Context: an optimization exercise on an open-source flow, tuned for small area and a short achievable clock period. The choices shown serve that exercise and are no tape-out recipe. Function was checked by simulation only, so behaviour that the tests miss may differ from the original.

==> module cpu, before the edit <==
module cpu (clk, rst, imem_addr, imem_data, test, test1);
	input clk, rst;
	output [6:0] imem_addr;
	input  [31:0] imem_data;
	output [31:0] test;
	output [31:0] test1;
	reg [6:0] pc;
	always @(posedge clk or posedge rst)
		if (rst) pc <= 7'd0;
		else     pc <= pc + 7'd1;
	assign imem_addr = pc;
	reg [31:0] ir;
	always @(posedge clk)
		ir <= rst ? 32'd0 : imem_data;
	assign test = ir;
	wire [5:0] op = ir[31:26];
	wire [5:0] fn = ir[5:0];
	wire d_lw  = (op == 6'b000111);
	wire d_sw  = (op == 6'b001000);
	wire d_r   = (op == 6'b000110);
	wire d_add = d_r & (fn == 6'b100000);
	wire d_sub = d_r & (fn == 6'b100010);
	wire d_and = d_r & (fn == 6'b100100);
	wire d_or  = d_r & (fn == 6'b100101);
	wire d_mem = d_lw | d_sw;
	wire d_valid = d_mem | d_add | d_sub | d_and | d_or;
	wire d_arith = d_mem | d_add | d_sub;
	wire [4:0] d_dest = d_mem ? ir[20:16] : (d_valid ? ir[15:11] : 5'd0);
	wire [511:0] rf;      
	wire [15:0] rs_oh, rt_oh;
	genvar g;
	generate
		for (g = 0; g < 16; g = g + 1) begin : DEC
			assign rs_oh[g] = (ir[25:21] == g);
			assign rt_oh[g] = (ir[20:16] == g);
		end
	endgenerate
	reg [31:0] rd_a, rd_b;
	integer k;
	always @(*) begin
		rd_a = 32'd0;
		rd_b = 32'd0;
		for (k = 0; k < 16; k = k + 1) begin
			rd_a = rd_a | ({32{rs_oh[k]}} & rf[32*k +: 32]);
			rd_b = rd_b | ({32{rt_oh[k]}} & rf[32*k +: 32]);
		end
	end
	reg [31:0] ea;            
	reg [31:0] eb;            
	reg [12:0] ei;            
	reg e_sub, e_swv, e_mem, e_valid, e_nw;
	reg e_bub;
	reg [3:0] e_dest;
	always @(posedge clk) begin
		ea   <= d_arith ? rd_a : (d_or ? (rd_a | rd_b) : (rd_a & rd_b));
		eb   <= d_arith ? (rd_b ^ {32{d_sub}}) : 32'd0;
		ei   <= ir[12:0];
		e_bub <= rst;
		if (rst) begin
			e_sub <= 1'b0;
			e_swv <= 1'b0; e_mem <= 1'b0; e_valid <= 1'b0; e_nw <= 1'b0;
			e_dest <= 4'd0;
		end else begin
			e_sub <= d_sub;
			e_swv <= d_sw & e_valid; e_mem <= d_mem; e_valid <= d_valid; e_nw <= d_dest[4];
			e_dest <= d_dest[3:0];
		end
	end
	wire [32:0] sum1 = {ea, 1'b1} + {eb, e_sub};
	wire [31:0] sum = sum1[32:1];
	wire [31:0] res = sum;
	reg m_nw;
	reg [3:0] m_dest;
	reg [31:0] md;
	reg m_alu;
	reg [12:0] m_rsel, m_wsel;
	reg m_fwd;
	reg [31:0] ss;
	wire [415:0] dm;      
	wire [12:0] ap = ea[12:0] ^ ei;
	wire [12:0] aa = ea[12:0] & ei;
	wire [12:0] ao = ea[12:0] | ei;
	wire hi_ok = &(~(ap[12:5] ^ ao[11:4]));
	wire [12:0] hit;
	generate
		for (g = 0; g < 13; g = g + 1) begin : ADEC
			wire [4:0] K = g;
			wire [4:0] cin  = ap[4:0] ^ K;
			wire [3:0] cout;
			genvar b;
			for (b = 0; b < 4; b = b + 1) begin : B
				assign cout[b] = K[b] ? aa[b] : ao[b];
			end
			assign hit[g] = hi_ok & ~cin[0] & (cin[4:1] == cout[3:0]);
		end
	endgenerate
	wire [12:0] wsel = hit & {13{e_swv}};
	wire [12:0] rsel = hit & {13{e_mem & ~d_sw}};
	always @(posedge clk) begin
		m_rsel <= rsel & ~wsel & {13{~rst}};
		m_wsel <= wsel & {13{~rst}};
		m_fwd  <= (|(rsel & wsel)) & ~rst;
		ss     <= eb;           
		if (rst) begin
			m_nw <= 1'b0; m_dest <= 4'd0;
		end else begin
			m_nw <= e_nw; m_dest <= e_dest;
		end
		md <= res;
		m_alu <= ~(rst | e_mem | e_bub);
	end
	wire [31:0] sd0 = ss & {32{~rst}};
	wire [31:0] sd1 = ss | {32{rst}};
	function [31:0] init_word(input integer i);
		init_word = (i == 0) ? 32'd1000 : (i == 1) ? 32'd5000 :
		            (i == 2) ? 32'd2000 : (i == 3) ? 32'd3000 : 32'd0;
	endfunction
	generate
		for (g = 0; g < 13; g = g + 1) begin : DM
			wire [31:0] iw = init_word(g);
			wire [31:0] nd = (sd1 & iw) | (sd0 & ~iw);
			reg [31:0] q;
			always @(posedge clk)
				if (m_wsel[g] | rst) q <= nd;
			assign dm[32*g +: 32] = q;
		end
	endgenerate
	reg [31:0] mrd;
	always @(*) begin
		mrd = {32{m_fwd}} & ss;
		for (k = 0; k < 13; k = k + 1)
			mrd = mrd | ({32{m_rsel[k]}} & dm[32*k +: 32]);
	end
	wire [31:0] wbn = (mrd | (md & {32{m_alu}})) & {32{~rst}};
	reg [31:0] wb;
	always @(posedge clk) wb <= wbn;
	assign test1 = wb;
	generate
		for (g = 0; g < 16; g = g + 1) begin : RF
			reg [31:0] q;
			always @(posedge clk)
				if (rst | (~m_nw & (m_dest == g))) q <= wbn;
			assign rf[32*g +: 32] = q;
		end
	endgenerate
endmodule
export LEC_CHECK = 0
export CAP_MARGIN = 20
export CORE_MARGIN = 2
export CORE_UTILIZATION = 55
export CTS_CLUSTER_DIAMETER = 60
export CTS_CLUSTER_SIZE = 30
export SETUP_SLACK_MARGIN = 3.0
export SLEW_MARGIN = 20
create_clock -name core_clock -period 5.5 [get_ports {clk}]
run.sh (not shown) runs the stock make flow with config.mk's settings and CLKGATE_MAP_FILE= SYNTH_SCRIPT=/design/flow/synth_recipe.tcl, a recipe that flattens the netlist after the stock synthesis.
Next try:
--- a/flow/design.v
+++ b/flow/design.v
@@ -66,8 +66,29 @@
 			e_dest <= d_dest[3:0];
 		end
 	end
-	wire [32:0] sum1 = {ea, 1'b1} + {eb, e_sub};
-	wire [31:0] sum = sum1[32:1];
+	wire [32:0] xa = {ea, 1'b1};
+	wire [32:0] xb = {eb, e_sub};
+	wire [32:0] pg_p = xa ^ xb;
+	wire [32:0] pg_g = xa & xb;
+	wire [32:0] kg [0:6];
+	wire [32:0] kp [0:6];
+	assign kg[0] = pg_g;
+	assign kp[0] = pg_p;
+	genvar l;
+	generate
+		for (l = 0; l < 6; l = l + 1) begin : KS
+			for (g = 0; g < 33; g = g + 1) begin : BIT
+				if (g >= (1 << l)) begin : M
+					assign kg[l+1][g] = kg[l][g] | (kp[l][g] & kg[l][g - (1 << l)]);
+					assign kp[l+1][g] = kp[l][g] & kp[l][g - (1 << l)];
+				end else begin : P
+					assign kg[l+1][g] = kg[l][g];
+					assign kp[l+1][g] = kp[l][g];
+				end
+			end
+		end
+	endgenerate
+	wire [31:0] sum = pg_p[32:1] ^ kg[6][31:0];
 	wire [31:0] res = sum;
 	reg m_nw;
 	reg [3:0] m_dest;
@@ -125,13 +146,15 @@
 			assign dm[32*g +: 32] = q;
 		end
 	endgenerate
-	reg [31:0] mrd;
+	wire [12:0] rs_en = m_rsel & {13{~rst}};
+	wire fwd_en = m_fwd & ~rst;
+	wire alu_en = m_alu & ~rst;
+	reg [31:0] wbn;
 	always @(*) begin
-		mrd = {32{m_fwd}} & ss;
+		wbn = ({32{fwd_en}} & ss) | ({32{alu_en}} & md);
 		for (k = 0; k < 13; k = k + 1)
-			mrd = mrd | ({32{m_rsel[k]}} & dm[32*k +: 32]);
+			wbn = wbn | ({32{rs_en[k]}} & dm[32*k +: 32]);
 	end
-	wire [31:0] wbn = (mrd | (md & {32{m_alu}})) & {32{~rst}};
 	reg [31:0] wb;
 	always @(posedge clk) wb <= wbn;
 	assign test1 = wb;
Result: Clock-buffer cell count fell by 1. Worst setup slack gets better by 0.14 ns. Final area came out higher by 1.1%. Register-to-register slack is better by 0.14 ns. Non-clock buffer count increases by 9. Wire length goes up by 6.1%. Cell count rose by 1.4%.

-- what the ideal ports hide --
How much do the figures lean on ideal ports? The routed layouts below were timed once more, with nothing changed but the port constraints.
Step 1 (the two cells are an assumption about what drives the block):
set clk [get_ports {clk}]
set_driving_cell -lib_cell sky130_fd_sc_hd__clkbuf_16 $clk
set_driving_cell -lib_cell sky130_fd_sc_hd__buf_2 [delete_from_list [all_inputs] $clk]
Step 2, shift: input delay + t, output delay - t, t = (earliest + latest rising clock arrival at the registers) / 2. This alone moves slack from input paths to output paths.
Three values: ideal ports, drivers, drivers and shift; two values: the first two.
run	t (ns)	setup slack, ns	clock arrival spread, ns	worst data-port slew with drivers (ns)
the first run	0.715	2.762 / 2.762 / 2.384	0.039 / 0.040	0.05
the second run	0.740	2.902 / 2.832 / 2.092	0.041 / 0.041	0.24
After both steps setup and hold are still met in every run listed. For the second run, which loses most, drivers alone change the setup slack by -0.070 ns; drivers and shift together by -0.810 ns.
